This is an optimization exercise on Yosys and OpenROAD, whose aim is small area, a short achievable clock period and few clock cycles per item, not a production implementation.
At most, simulation tests tie the RTL to the original design; equivalence was not proved.
Power is estimated from default activity; no workload was simulated.

==> run Y <==
Design sfa_2x2, start of the top module:
module sfa_2x2(
  input   wire            u_switch_00_macc1_tready,
  output  wire            u_switch_00_macc1_tvalid,
  output  wire  [31 : 0]  u_switch_00_macc1_tdata ,
  input   wire            u_switch_00_macc2_tready,
  output  wire            u_switch_00_macc2_tvalid,
  output  wire  [31 : 0]  u_switch_00_macc2_tdata ,
  output  wire            u_switch_00_sacc_tready ,
  input   wire            u_switch_00_sacc_tvalid ,
  input   wire  [31 : 0]  u_switch_00_sacc_tdata  ,
  output  wire            u_switch_00_sCMD_tready ,
  input   wire            u_switch_00_sCMD_tvalid ,
  input   wire  [31 : 0]  u_switch_00_sCMD_tdata  ,
  input   wire            u_switch_00_mRet_tready ,
  output  wire            u_switch_00_mRet_tvalid ,
  output  wire  [31 : 0]  u_switch_00_mRet_tdata  ,
  input   wire            u_switch_01_macc1_tready,
  output  wire            u_switch_01_macc1_tvalid,
  output  wire  [31 : 0]  u_switch_01_macc1_tdata ,
  input   wire            u_switch_01_macc2_tready,
  output  wire            u_switch_01_macc2_tvalid,
  output  wire  [31 : 0]  u_switch_01_macc2_tdata ,
  output  wire            u_switch_01_sacc_tready ,
  input   wire            u_switch_01_sacc_tvalid ,
  input   wire  [31 : 0]  u_switch_01_sacc_tdata  ,
  output  wire            u_switch_01_sCMD_tready ,
  input   wire            u_switch_01_sCMD_tvalid ,
  input   wire  [31 : 0]  u_switch_01_sCMD_tdata  ,
  input   wire            u_switch_01_mRet_tready ,
  output  wire            u_switch_01_mRet_tvalid ,
  output  wire  [31 : 0]  u_switch_01_mRet_tdata  ,
  input   wire            u_switch_10_macc1_tready,
  output  wire            u_switch_10_macc1_tvalid,
  output  wire  [31 : 0]  u_switch_10_macc1_tdata ,
  ...
Settings: LEC_CHECK=0, CAP_MARGIN=20, CORE_AREA=5 5 395 395, DIE_AREA=0 0 400 400, PLACE_DENSITY=0.6, SETUP_SLACK_MARGIN=3.4, SLEW_MARGIN=20; clock period 8.0 ns.
standard.sh (not shown) runs the stock make flow with config.mk's settings and CLKGATE_MAP_FILE= SYNTH_SCRIPT=/design/flow/synth_recipe.tcl, a recipe that flattens the netlist after the stock synthesis.
==> flow/flow/run.sh <==
#!/bin/bash
# Standard layout, with plain buf_1 cells as the port buffers.
set -o pipefail
export BUFFER_PORTS_ARGS="-buffer_cell sky130_fd_sc_hd__buf_1"
export PLACE_PINS_ARGS="-min_distance 1 -min_distance_in_tracks"
bash standard.sh > standard.log 2>&1
==> run G: changes against run Y <==
--- a/flow/design.v
+++ b/flow/design.v
@@ -161,19 +161,15 @@
   output wire  [31 : 0]   bram_addr     ,
   output wire  [31 : 0]   bram_din      ,
   input  wire  [31 : 0]   bram_dout     ,
   output wire             sBIF_tready   ,
   input  wire             sBIF_tvalid   ,
   input  wire  [31 : 0]   sBIF_tdata    ,
-  input  wire  [ 3 : 0]   sBIF_sel      ,
-  input  wire  [ 3 : 0]   sBIF_srcv     ,
   input  wire             mBIF_tready   ,
   output wire             mBIF_tvalid   ,
   output wire  [31 : 0]   mBIF_tdata    ,
-  input  wire  [ 4 : 0]   mBIF_sel      ,
-  input  wire  [ 4 : 0]   mBIF_rdy      ,
   input  wire             start         ,
   input  wire             run           ,
   output wire             fin           ,
   input  wire             ld_mode       ,
   input  wire             ld_index      ,
   input  wire             ld_size       ,
@@ -181,47 +177,49 @@
   input  wire             ACLK          ,
   input  wire             ARESETN
 );
 reg             mode ;
 reg   [11 : 0]  addr ;
 reg   [12 : 0]  cnt  ;
-wire            nz   = |cnt;              
-wire            last = (cnt == 13'd1);    
+reg             nz   ;    
+reg             last ;    
 reg             v    ;
-wire rarm = run & ~mode & nz;
-wire warm = run &  mode & nz;
-wire en   = ~(run & ~mode & v) | (|(mBIF_sel & mBIF_rdy));
-wire rd0  = start & ~mode & nz;      
-wire rd   = (rarm & en) | rd0;
-wire wr   = warm & sBIF_tvalid;
+wire rd   = (run | start) & ~mode & nz & (~v | mBIF_tready);
+wire wr   = run & mode & nz & sBIF_tvalid;
 wire step = rd | wr;
-assign sBIF_tready = warm;
+assign sBIF_tready = run & mode & nz;
 assign mBIF_tvalid = v;
 assign mBIF_tdata  = bram_dout;
-assign bram_en     = en;
-assign bram_we     = {4{warm}};
+assign bram_en     = ~run | rd | wr;
+assign bram_we     = {4{wr}};
 assign bram_addr   = {18'd0, addr, 2'd0};
 assign bram_din    = sBIF_tdata;
-assign fin         = (~nz & ~v) | (warm & last & sBIF_tvalid);
+assign fin         = (~nz & ~v) | (wr & last);
 always @(posedge ACLK) begin
   if (ld_mode)
     mode <= cfg[0];
   if (ld_index)
     addr <= cfg[11:0];
   else if (step)
     addr <= addr + 12'd1;
-  if (ld_size)
-    cnt <= cfg[12:0];
-  else if (step)
-    cnt <= cnt - 13'd1;
+  if (ld_size) begin
+    cnt  <= cfg[12:0];
+    nz   <= |cfg[12:0];
+    last <= (cfg[12:0] == 13'd1);
+  end
+  else if (step) begin
+    cnt  <= cnt - 13'd1;
+    nz   <= ~last;
+    last <= (cnt == 13'd2);
+  end
 end
 always @(posedge ACLK) begin
   if (!ARESETN)
     v <= 1'b0;
   else
-    v <= en ? rd : v;
+    v <= rd | (v & ~mBIF_tready);
 end
 endmodule
 `timescale 1 ns / 1 ps
 module sfa_switch #(
   parameter ROW = 0,
   parameter COL = 0
@@ -304,40 +302,12 @@
   assign se_tvalid = b2r_tvalid;  assign se_tdata = b2r_tdata;  assign b2r_tready = se_tready;
   assign b2w_tvalid = me_tvalid;  assign b2w_tdata = me_tdata;  assign me_tready = b2w_tready;
   assign sw_tvalid = sh_tvalid;   assign sw_tdata = sh_tdata;   assign sh_tready = sw_tready;
   assign mh_tvalid = mw_tvalid;   assign mh_tdata = mw_tdata;   assign mw_tready = mh_tready;
 end
 endgenerate
-wire [3:0] b1w_sel, b1w_srcv, b2w_sel, b2w_srcv;
-wire [4:0] b1r_sel, b1r_rdy, b2r_sel, b2r_rdy;
-generate
-if (ROW == 0) begin : g_t1n
-  assign b1w_sel  = selN;
-  assign b1w_srcv = {sacc_tvalid, sw_tvalid, ss_tvalid, se_tvalid};
-  assign b1r_sel  = {selA2[0], selA1[0], selW[0], selS[0], selE[0]};
-  assign b1r_rdy  = {macc2_tready, macc1_tready, mw_tready, ms_tready, me_tready};
-end
-else begin : g_t1s
-  assign b1w_sel  = selS;
-  assign b1w_srcv = {sacc_tvalid, sw_tvalid, se_tvalid, sn_tvalid};
-  assign b1r_sel  = {selA2[2], selA1[2], selW[2], selE[1], selN[1]};
-  assign b1r_rdy  = {macc2_tready, macc1_tready, mw_tready, me_tready, mn_tready};
-end
-if (COL == 0) begin : g_t2w
-  assign b2w_sel  = selW;
-  assign b2w_srcv = {sacc_tvalid, ss_tvalid, se_tvalid, sn_tvalid};
-  assign b2r_sel  = {selA2[3], selA1[3], selS[2], selE[2], selN[2]};
-  assign b2r_rdy  = {macc2_tready, macc1_tready, ms_tready, me_tready, mn_tready};
-end
-else begin : g_t2e
-  assign b2w_sel  = selE;
-  assign b2w_srcv = {sacc_tvalid, sw_tvalid, ss_tvalid, sn_tvalid};
-  assign b2r_sel  = {selA2[1], selA1[1], selW[1], selS[1], selN[0]};
-  assign b2r_rdy  = {macc2_tready, macc1_tready, mw_tready, ms_tready, mn_tready};
-end
-endgenerate
 sfa_interconnect u_interconnect(
   .sn_tready(sn_tready), .sn_tvalid(sn_tvalid), .sn_tdata(sn_tdata),
   .se_tready(se_tready), .se_tvalid(se_tvalid), .se_tdata(se_tdata),
   .ss_tready(ss_tready), .ss_tvalid(ss_tvalid), .ss_tdata(ss_tdata),
   .sw_tready(sw_tready), .sw_tvalid(sw_tvalid), .sw_tdata(sw_tdata),
   .mn_tready(mn_tready), .mn_tvalid(mn_tvalid), .mn_tdata(mn_tdata),
@@ -359,26 +329,22 @@
   .ACLK(ACLK), .ARESETN(ARESETN)
 );
 sfa_bif u_bif1(
   .bram_en(bram1_en), .bram_we(bram1_we), .bram_addr(bram1_addr),
   .bram_din(bram1_din), .bram_dout(bram1_dout),
   .sBIF_tready(b1w_tready), .sBIF_tvalid(b1w_tvalid), .sBIF_tdata(b1w_tdata),
-  .sBIF_sel(b1w_sel), .sBIF_srcv(b1w_srcv),
   .mBIF_tready(b1r_tready), .mBIF_tvalid(b1r_tvalid), .mBIF_tdata(b1r_tdata),
-  .mBIF_sel(b1r_sel), .mBIF_rdy(b1r_rdy),
   .start(start), .run(run), .fin(fin1),
   .ld_mode(ld1_mode), .ld_index(ld1_index), .ld_size(ld1_size), .cfg(sCMD_tdata[23:0]),
   .ACLK(ACLK), .ARESETN(ARESETN)
 );
 sfa_bif u_bif2(
   .bram_en(bram2_en), .bram_we(bram2_we), .bram_addr(bram2_addr),
   .bram_din(bram2_din), .bram_dout(bram2_dout),
   .sBIF_tready(b2w_tready), .sBIF_tvalid(b2w_tvalid), .sBIF_tdata(b2w_tdata),
-  .sBIF_sel(b2w_sel), .sBIF_srcv(b2w_srcv),
   .mBIF_tready(b2r_tready), .mBIF_tvalid(b2r_tvalid), .mBIF_tdata(b2r_tdata),
-  .mBIF_sel(b2r_sel), .mBIF_rdy(b2r_rdy),
   .start(start), .run(run), .fin(fin2),
   .ld_mode(ld2_mode), .ld_index(ld2_index), .ld_size(ld2_size), .cfg(sCMD_tdata[23:0]),
   .ACLK(ACLK), .ARESETN(ARESETN)
 );
 endmodule
 `timescale 1 ns / 1 ps
==> flow/flow/run.sh (replaced) <==
#!/bin/bash
# Standard layout, with plain buf_1 cells as the port buffers.
set -o pipefail
export BUFFER_PORTS_ARGS="-buffer_cell sky130_fd_sc_hd__buf_1"
cp standard.sh standard.sh.txt 2>/dev/null
bash standard.sh > standard.log 2>&1
Settings changed: CORE_AREA 5 5 395 395 to default, CORE_MARGIN from default to 2, CORE_UTILIZATION from default to 60, DIE_AREA 0 0 400 400 to default, PLACE_DENSITY 0.6 to 0.7, SETUP_SLACK_MARGIN 3.4 to 4.0.
==> run Z: changes against run Y <==
--- a/flow/design.v
+++ b/flow/design.v
@@ -181,14 +181,14 @@
   input  wire             ACLK          ,
   input  wire             ARESETN
 );
 reg             mode ;
 reg   [11 : 0]  addr ;
 reg   [12 : 0]  cnt  ;
-wire            nz   = |cnt;              
-wire            last = (cnt == 13'd1);    
+reg             nz   ;    
+reg             last ;    
 reg             v    ;
 wire rarm = run & ~mode & nz;
 wire warm = run &  mode & nz;
 wire en   = ~(run & ~mode & v) | (|(mBIF_sel & mBIF_rdy));
 wire rd0  = start & ~mode & nz;      
 wire rd   = (rarm & en) | rd0;
@@ -198,36 +198,44 @@
 assign mBIF_tvalid = v;
 assign mBIF_tdata  = bram_dout;
 assign bram_en     = en;
 assign bram_we     = {4{warm}};
 assign bram_addr   = {18'd0, addr, 2'd0};
 assign bram_din    = sBIF_tdata;
-assign fin         = (~nz & ~v) | (warm & last & sBIF_tvalid);
+assign fin         = (~nz & ~v) | (warm & last & (|(sBIF_sel & sBIF_srcv)));
 always @(posedge ACLK) begin
   if (ld_mode)
     mode <= cfg[0];
   if (ld_index)
     addr <= cfg[11:0];
   else if (step)
     addr <= addr + 12'd1;
-  if (ld_size)
-    cnt <= cfg[12:0];
-  else if (step)
-    cnt <= cnt - 13'd1;
+  if (ld_size) begin
+    cnt  <= cfg[12:0];
+    nz   <= |cfg[12:0];
+    last <= (cfg[12:0] == 13'd1);
+  end
+  else if (step) begin
+    cnt  <= cnt - 13'd1;
+    nz   <= ~last;
+    last <= (cnt == 13'd2);
+  end
 end
 always @(posedge ACLK) begin
   if (!ARESETN)
     v <= 1'b0;
   else
     v <= en ? rd : v;
 end
 endmodule
 `timescale 1 ns / 1 ps
 module sfa_switch #(
   parameter ROW = 0,
-  parameter COL = 0
+  parameter COL = 0,
+  parameter VWIRE = 0,
+  parameter HWIRE = 0
 )(
   output  wire            sv_tready     ,
   input   wire            sv_tvalid     ,
   input   wire  [31 : 0]  sv_tdata      ,
   input   wire            mv_tready     ,
   output  wire            mv_tvalid     ,
@@ -305,35 +313,44 @@
   assign b2w_tvalid = me_tvalid;  assign b2w_tdata = me_tdata;  assign me_tready = b2w_tready;
   assign sw_tvalid = sh_tvalid;   assign sw_tdata = sh_tdata;   assign sh_tready = sw_tready;
   assign mh_tvalid = mw_tvalid;   assign mh_tdata = mw_tdata;   assign mw_tready = mh_tready;
 end
 endgenerate
 wire [3:0] b1w_sel, b1w_srcv, b2w_sel, b2w_srcv;
+wire slowN = (ROW == 1) && (VWIRE != 0);
+wire slowS = (ROW == 0) && (VWIRE != 0);
+wire slowE = (COL == 0) && (HWIRE != 0);
+wire slowW = (COL == 1) && (HWIRE != 0);
+wire [3:0] b1w_slow, b2w_slow;
 wire [4:0] b1r_sel, b1r_rdy, b2r_sel, b2r_rdy;
 generate
 if (ROW == 0) begin : g_t1n
   assign b1w_sel  = selN;
   assign b1w_srcv = {sacc_tvalid, sw_tvalid, ss_tvalid, se_tvalid};
+  assign b1w_slow = {1'b0, slowW, slowS, slowE};
   assign b1r_sel  = {selA2[0], selA1[0], selW[0], selS[0], selE[0]};
   assign b1r_rdy  = {macc2_tready, macc1_tready, mw_tready, ms_tready, me_tready};
 end
 else begin : g_t1s
   assign b1w_sel  = selS;
   assign b1w_srcv = {sacc_tvalid, sw_tvalid, se_tvalid, sn_tvalid};
+  assign b1w_slow = {1'b0, slowW, slowE, slowN};
   assign b1r_sel  = {selA2[2], selA1[2], selW[2], selE[1], selN[1]};
   assign b1r_rdy  = {macc2_tready, macc1_tready, mw_tready, me_tready, mn_tready};
 end
 if (COL == 0) begin : g_t2w
   assign b2w_sel  = selW;
   assign b2w_srcv = {sacc_tvalid, ss_tvalid, se_tvalid, sn_tvalid};
+  assign b2w_slow = {1'b0, slowS, slowE, slowN};
   assign b2r_sel  = {selA2[3], selA1[3], selS[2], selE[2], selN[2]};
   assign b2r_rdy  = {macc2_tready, macc1_tready, ms_tready, me_tready, mn_tready};
 end
 else begin : g_t2e
   assign b2w_sel  = selE;
   assign b2w_srcv = {sacc_tvalid, sw_tvalid, ss_tvalid, sn_tvalid};
+  assign b2w_slow = {1'b0, slowW, slowS, slowN};
   assign b2r_sel  = {selA2[1], selA1[1], selW[1], selS[1], selN[0]};
   assign b2r_rdy  = {macc2_tready, macc1_tready, mw_tready, ms_tready, mn_tready};
 end
 endgenerate
 sfa_interconnect u_interconnect(
   .sn_tready(sn_tready), .sn_tvalid(sn_tvalid), .sn_tdata(sn_tdata),
@@ -359,24 +376,24 @@
   .ACLK(ACLK), .ARESETN(ARESETN)
 );
 sfa_bif u_bif1(
   .bram_en(bram1_en), .bram_we(bram1_we), .bram_addr(bram1_addr),
   .bram_din(bram1_din), .bram_dout(bram1_dout),
   .sBIF_tready(b1w_tready), .sBIF_tvalid(b1w_tvalid), .sBIF_tdata(b1w_tdata),
-  .sBIF_sel(b1w_sel), .sBIF_srcv(b1w_srcv),
+  .sBIF_sel(b1w_sel), .sBIF_srcv(b1w_srcv & ~b1w_slow),
   .mBIF_tready(b1r_tready), .mBIF_tvalid(b1r_tvalid), .mBIF_tdata(b1r_tdata),
   .mBIF_sel(b1r_sel), .mBIF_rdy(b1r_rdy),
   .start(start), .run(run), .fin(fin1),
   .ld_mode(ld1_mode), .ld_index(ld1_index), .ld_size(ld1_size), .cfg(sCMD_tdata[23:0]),
   .ACLK(ACLK), .ARESETN(ARESETN)
 );
 sfa_bif u_bif2(
   .bram_en(bram2_en), .bram_we(bram2_we), .bram_addr(bram2_addr),
   .bram_din(bram2_din), .bram_dout(bram2_dout),
   .sBIF_tready(b2w_tready), .sBIF_tvalid(b2w_tvalid), .sBIF_tdata(b2w_tdata),
-  .sBIF_sel(b2w_sel), .sBIF_srcv(b2w_srcv),
+  .sBIF_sel(b2w_sel), .sBIF_srcv(b2w_srcv & ~b2w_slow),
   .mBIF_tready(b2r_tready), .mBIF_tvalid(b2r_tvalid), .mBIF_tdata(b2r_tdata),
   .mBIF_sel(b2r_sel), .mBIF_rdy(b2r_rdy),
   .start(start), .run(run), .fin(fin2),
   .ld_mode(ld2_mode), .ld_index(ld2_index), .ld_size(ld2_size), .cfg(sCMD_tdata[23:0]),
   .ACLK(ACLK), .ARESETN(ARESETN)
 );
@@ -573,18 +590,18 @@
   output  wire  [31 : 0]  u_bif_11_2_bram_din    ,
   input   wire  [31 : 0]  u_bif_11_2_bram_dout   ,
   input   wire            ACLK,
   input   wire            ARESETN
 );
   localparam K_00_01 = 3;
-  localparam K_01_00 = 0;
-  localparam K_10_11 = 0;
+  localparam K_01_00 = 3;
+  localparam K_10_11 = 3;
   localparam K_11_10 = 3;
   localparam K_00_10 = 3;
-  localparam K_10_00 = 0;
-  localparam K_01_11 = 0;
+  localparam K_10_00 = 3;
+  localparam K_01_11 = 3;
   localparam K_11_01 = 3;
   wire            l00_01_s_tready;
   wire            l00_01_s_tvalid;
   wire  [31 : 0]  l00_01_s_tdata;
   wire            l00_01_m_tready;
   wire            l00_01_m_tvalid;
@@ -660,13 +677,13 @@
     .m_tready(l01_11_m_tready), .m_tvalid(l01_11_m_tvalid), .m_tdata(l01_11_m_tdata),
     .ACLK(ACLK), .ARESETN(ARESETN));
   sfa_link #(.KIND(K_11_01)) u_link_11_01 (
     .s_tready(l11_01_s_tready), .s_tvalid(l11_01_s_tvalid), .s_tdata(l11_01_s_tdata),
     .m_tready(l11_01_m_tready), .m_tvalid(l11_01_m_tvalid), .m_tdata(l11_01_m_tdata),
     .ACLK(ACLK), .ARESETN(ARESETN));
-  sfa_switch #(.ROW(0), .COL(0)) u_switch_00 (
+  sfa_switch #(.ROW(0), .COL(0), .VWIRE(0), .HWIRE(0)) u_switch_00 (
     .sv_tready(l10_00_m_tready), .sv_tvalid(l10_00_m_tvalid), .sv_tdata(l10_00_m_tdata),
     .mv_tready(l00_10_s_tready), .mv_tvalid(l00_10_s_tvalid), .mv_tdata(l00_10_s_tdata),
     .sh_tready(l01_00_m_tready), .sh_tvalid(l01_00_m_tvalid), .sh_tdata(l01_00_m_tdata),
     .mh_tready(l00_01_s_tready), .mh_tvalid(l00_01_s_tvalid), .mh_tdata(l00_01_s_tdata),
     .macc1_tready(u_switch_00_macc1_tready), .macc1_tvalid(u_switch_00_macc1_tvalid), .macc1_tdata(u_switch_00_macc1_tdata),
     .macc2_tready(u_switch_00_macc2_tready), .macc2_tvalid(u_switch_00_macc2_tvalid), .macc2_tdata(u_switch_00_macc2_tdata),
@@ -675,13 +692,13 @@
     .mRet_tready(u_switch_00_mRet_tready), .mRet_tvalid(u_switch_00_mRet_tvalid), .mRet_tdata(u_switch_00_mRet_tdata),
     .bram1_en(u_bif_00_1_bram_en), .bram1_we(u_bif_00_1_bram_we), .bram1_addr(u_bif_00_1_bram_addr),
     .bram1_din(u_bif_00_1_bram_din), .bram1_dout(u_bif_00_1_bram_dout),
     .bram2_en(u_bif_00_2_bram_en), .bram2_we(u_bif_00_2_bram_we), .bram2_addr(u_bif_00_2_bram_addr),
     .bram2_din(u_bif_00_2_bram_din), .bram2_dout(u_bif_00_2_bram_dout),
     .ACLK(ACLK), .ARESETN(ARESETN));
-  sfa_switch #(.ROW(0), .COL(1)) u_switch_01 (
+  sfa_switch #(.ROW(0), .COL(1), .VWIRE(0), .HWIRE(0)) u_switch_01 (
     .sv_tready(l11_01_m_tready), .sv_tvalid(l11_01_m_tvalid), .sv_tdata(l11_01_m_tdata),
     .mv_tready(l01_11_s_tready), .mv_tvalid(l01_11_s_tvalid), .mv_tdata(l01_11_s_tdata),
     .sh_tready(l00_01_m_tready), .sh_tvalid(l00_01_m_tvalid), .sh_tdata(l00_01_m_tdata),
     .mh_tready(l01_00_s_tready), .mh_tvalid(l01_00_s_tvalid), .mh_tdata(l01_00_s_tdata),
     .macc1_tready(u_switch_01_macc1_tready), .macc1_tvalid(u_switch_01_macc1_tvalid), .macc1_tdata(u_switch_01_macc1_tdata),
     .macc2_tready(u_switch_01_macc2_tready), .macc2_tvalid(u_switch_01_macc2_tvalid), .macc2_tdata(u_switch_01_macc2_tdata),
@@ -690,13 +707,13 @@
     .mRet_tready(u_switch_01_mRet_tready), .mRet_tvalid(u_switch_01_mRet_tvalid), .mRet_tdata(u_switch_01_mRet_tdata),
     .bram1_en(u_bif_01_1_bram_en), .bram1_we(u_bif_01_1_bram_we), .bram1_addr(u_bif_01_1_bram_addr),
     .bram1_din(u_bif_01_1_bram_din), .bram1_dout(u_bif_01_1_bram_dout),
     .bram2_en(u_bif_01_2_bram_en), .bram2_we(u_bif_01_2_bram_we), .bram2_addr(u_bif_01_2_bram_addr),
     .bram2_din(u_bif_01_2_bram_din), .bram2_dout(u_bif_01_2_bram_dout),
     .ACLK(ACLK), .ARESETN(ARESETN));
-  sfa_switch #(.ROW(1), .COL(0)) u_switch_10 (
+  sfa_switch #(.ROW(1), .COL(0), .VWIRE(0), .HWIRE(0)) u_switch_10 (
     .sv_tready(l00_10_m_tready), .sv_tvalid(l00_10_m_tvalid), .sv_tdata(l00_10_m_tdata),
     .mv_tready(l10_00_s_tready), .mv_tvalid(l10_00_s_tvalid), .mv_tdata(l10_00_s_tdata),
     .sh_tready(l11_10_m_tready), .sh_tvalid(l11_10_m_tvalid), .sh_tdata(l11_10_m_tdata),
     .mh_tready(l10_11_s_tready), .mh_tvalid(l10_11_s_tvalid), .mh_tdata(l10_11_s_tdata),
     .macc1_tready(u_switch_10_macc1_tready), .macc1_tvalid(u_switch_10_macc1_tvalid), .macc1_tdata(u_switch_10_macc1_tdata),
     .macc2_tready(u_switch_10_macc2_tready), .macc2_tvalid(u_switch_10_macc2_tvalid), .macc2_tdata(u_switch_10_macc2_tdata),
@@ -705,13 +722,13 @@
     .mRet_tready(u_switch_10_mRet_tready), .mRet_tvalid(u_switch_10_mRet_tvalid), .mRet_tdata(u_switch_10_mRet_tdata),
     .bram1_en(u_bif_10_1_bram_en), .bram1_we(u_bif_10_1_bram_we), .bram1_addr(u_bif_10_1_bram_addr),
     .bram1_din(u_bif_10_1_bram_din), .bram1_dout(u_bif_10_1_bram_dout),
     .bram2_en(u_bif_10_2_bram_en), .bram2_we(u_bif_10_2_bram_we), .bram2_addr(u_bif_10_2_bram_addr),
     .bram2_din(u_bif_10_2_bram_din), .bram2_dout(u_bif_10_2_bram_dout),
     .ACLK(ACLK), .ARESETN(ARESETN));
-  sfa_switch #(.ROW(1), .COL(1)) u_switch_11 (
+  sfa_switch #(.ROW(1), .COL(1), .VWIRE(0), .HWIRE(0)) u_switch_11 (
     .sv_tready(l01_11_m_tready), .sv_tvalid(l01_11_m_tvalid), .sv_tdata(l01_11_m_tdata),
     .mv_tready(l11_01_s_tready), .mv_tvalid(l11_01_s_tvalid), .mv_tdata(l11_01_s_tdata),
     .sh_tready(l10_11_m_tready), .sh_tvalid(l10_11_m_tvalid), .sh_tdata(l10_11_m_tdata),
     .mh_tready(l11_10_s_tready), .mh_tvalid(l11_10_s_tvalid), .mh_tdata(l11_10_s_tdata),
     .macc1_tready(u_switch_11_macc1_tready), .macc1_tvalid(u_switch_11_macc1_tvalid), .macc1_tdata(u_switch_11_macc1_tdata),
     .macc2_tready(u_switch_11_macc2_tready), .macc2_tvalid(u_switch_11_macc2_tvalid), .macc2_tdata(u_switch_11_macc2_tdata),
==> flow/flow/run.sh (replaced) <==
#!/bin/bash
# Standard layout (standard.sh), with plain buf_1 cells as the port buffers
# and pins placed one track apart so that a smaller die holds them.
set -o pipefail
export BUFFER_PORTS_ARGS="-buffer_cell sky130_fd_sc_hd__buf_1"
export PLACE_PINS_ARGS="-min_distance 1 -min_distance_in_tracks"
bash standard.sh > standard.log 2>&1
Settings changed: SETUP_SLACK_MARGIN 3.4 to 4.0, SLEW_MARGIN 20 to 60.
==> results by group <==
Power
  – LEAKAGE: 20.9 nW
  – Clock power share: 45.6%

Route
  – DRT Pass-1 Iters: 7
  – Top Layer Used: met5

Finish
  – Area occupied by multi-input gates: 28100 sq um
  – Share of layout cells above drive strength 1: 14.4%
  – Post-route cell area: 66700 sq um
  – ANT cells: 46

Run status
  – Status: timing/DRC/antenna clean

Global routing
  – Initial antenna violation count: 42

Critical path
  – Family with the most delay on the worst path: compound AO/OA/AOI/OAI gates
  – Flop-to-flop setup slack: 4.31 ns

Synth
  – Synth Area in Adders: 0.535%
  – Netlist Area Pre-Place: 56100 sq um

CTS
  – Clock transition at the registers of the reported paths: 0.06 ns
  – Root buffer cell: clkbuf_16
  – Post-CTS Resized: 141
# the run above: run Z

==> results by group <==
Run status
  – Status: timing/DRC/antenna clean

Critical path
  – Flop-to-flop setup slack: 3.63 ns
  – Family with the most delay on the worst path: compound AO/OA/AOI/OAI gates

Route
  – Top Layer Used: met5
  – DRT Pass-1 Iters: 27

Synth
  – Netlist Area Pre-Place: 44800 sq um
  – Synth Area in Adders: 0.670%

Finish
  – Post-route cell area: 53700 sq um
  – Share of layout cells above drive strength 1: 9.63%

CTS
  – Root buffer cell: clkbuf_16

Power
  – Clock power share: 47.5%
# the run above: run Y

==> results by group <==
Run status
  – Fail Step: 3_2_place_iop
  – Stop err: [ERROR PPL-0024] Number of IO pins (1490) exceeds maximum number of available positions (1010). Increase the die perimeter from 1121.54um to 2026.40um.
  – Status: aborted with a tool error

Synth
  – Top-count cell post-synth: nand2_1
  – Mux cell area share after synthesis: 3.34%
  – Netlist Area Pre-Place: 45800 sq um
  – Top cells by count, synth: nand2_1, a22oi_1, edfxtp_1, clkbuf_1, a222oi_1
  – Synth Area in Simple Gates: 19.0%
  – Synth Area in Adders: 0.655%
  – FFs w/ async S/R, synth: 0%
# the run above: run G

Testbench counts of run G, summed over its fixed seeds: cycles 75,526, words 73,380.
Only the layout flow was run in run Y and run Z; the RTL was not checked for function there.

-- static timing again, ports no longer ideal --
The results above use ideal ports. As a check the final layouts listed here were re-extracted and re-timed, cells and wires unchanged. Step 1, drivers: a clkbuf_16 drives ACLK and a buf_2 each remaining input, both assumed. Step 2, shift: input delay + t, output delay - t, t = (earliest + latest rising clock arrival at the registers) / 2. This alone moves slack from input paths to output paths. Slacks: ideal / step 1 / step 2; pairs: ideal / step 1.
run	t, ns	slack for setup (ns)	hold slack, ns
run Y	0.744	2.992 / 2.916 / 3.167	0.521 / 0.521 / 0.521
run Z	0.792	3.893 / 3.801 / 3.408	0.522 / 0.522 / 0.522
After both steps setup and hold are still met in every run listed. For run Z, which loses most, drivers alone change the setup slack by -0.092 ns; drivers and shift together by -0.485 ns.
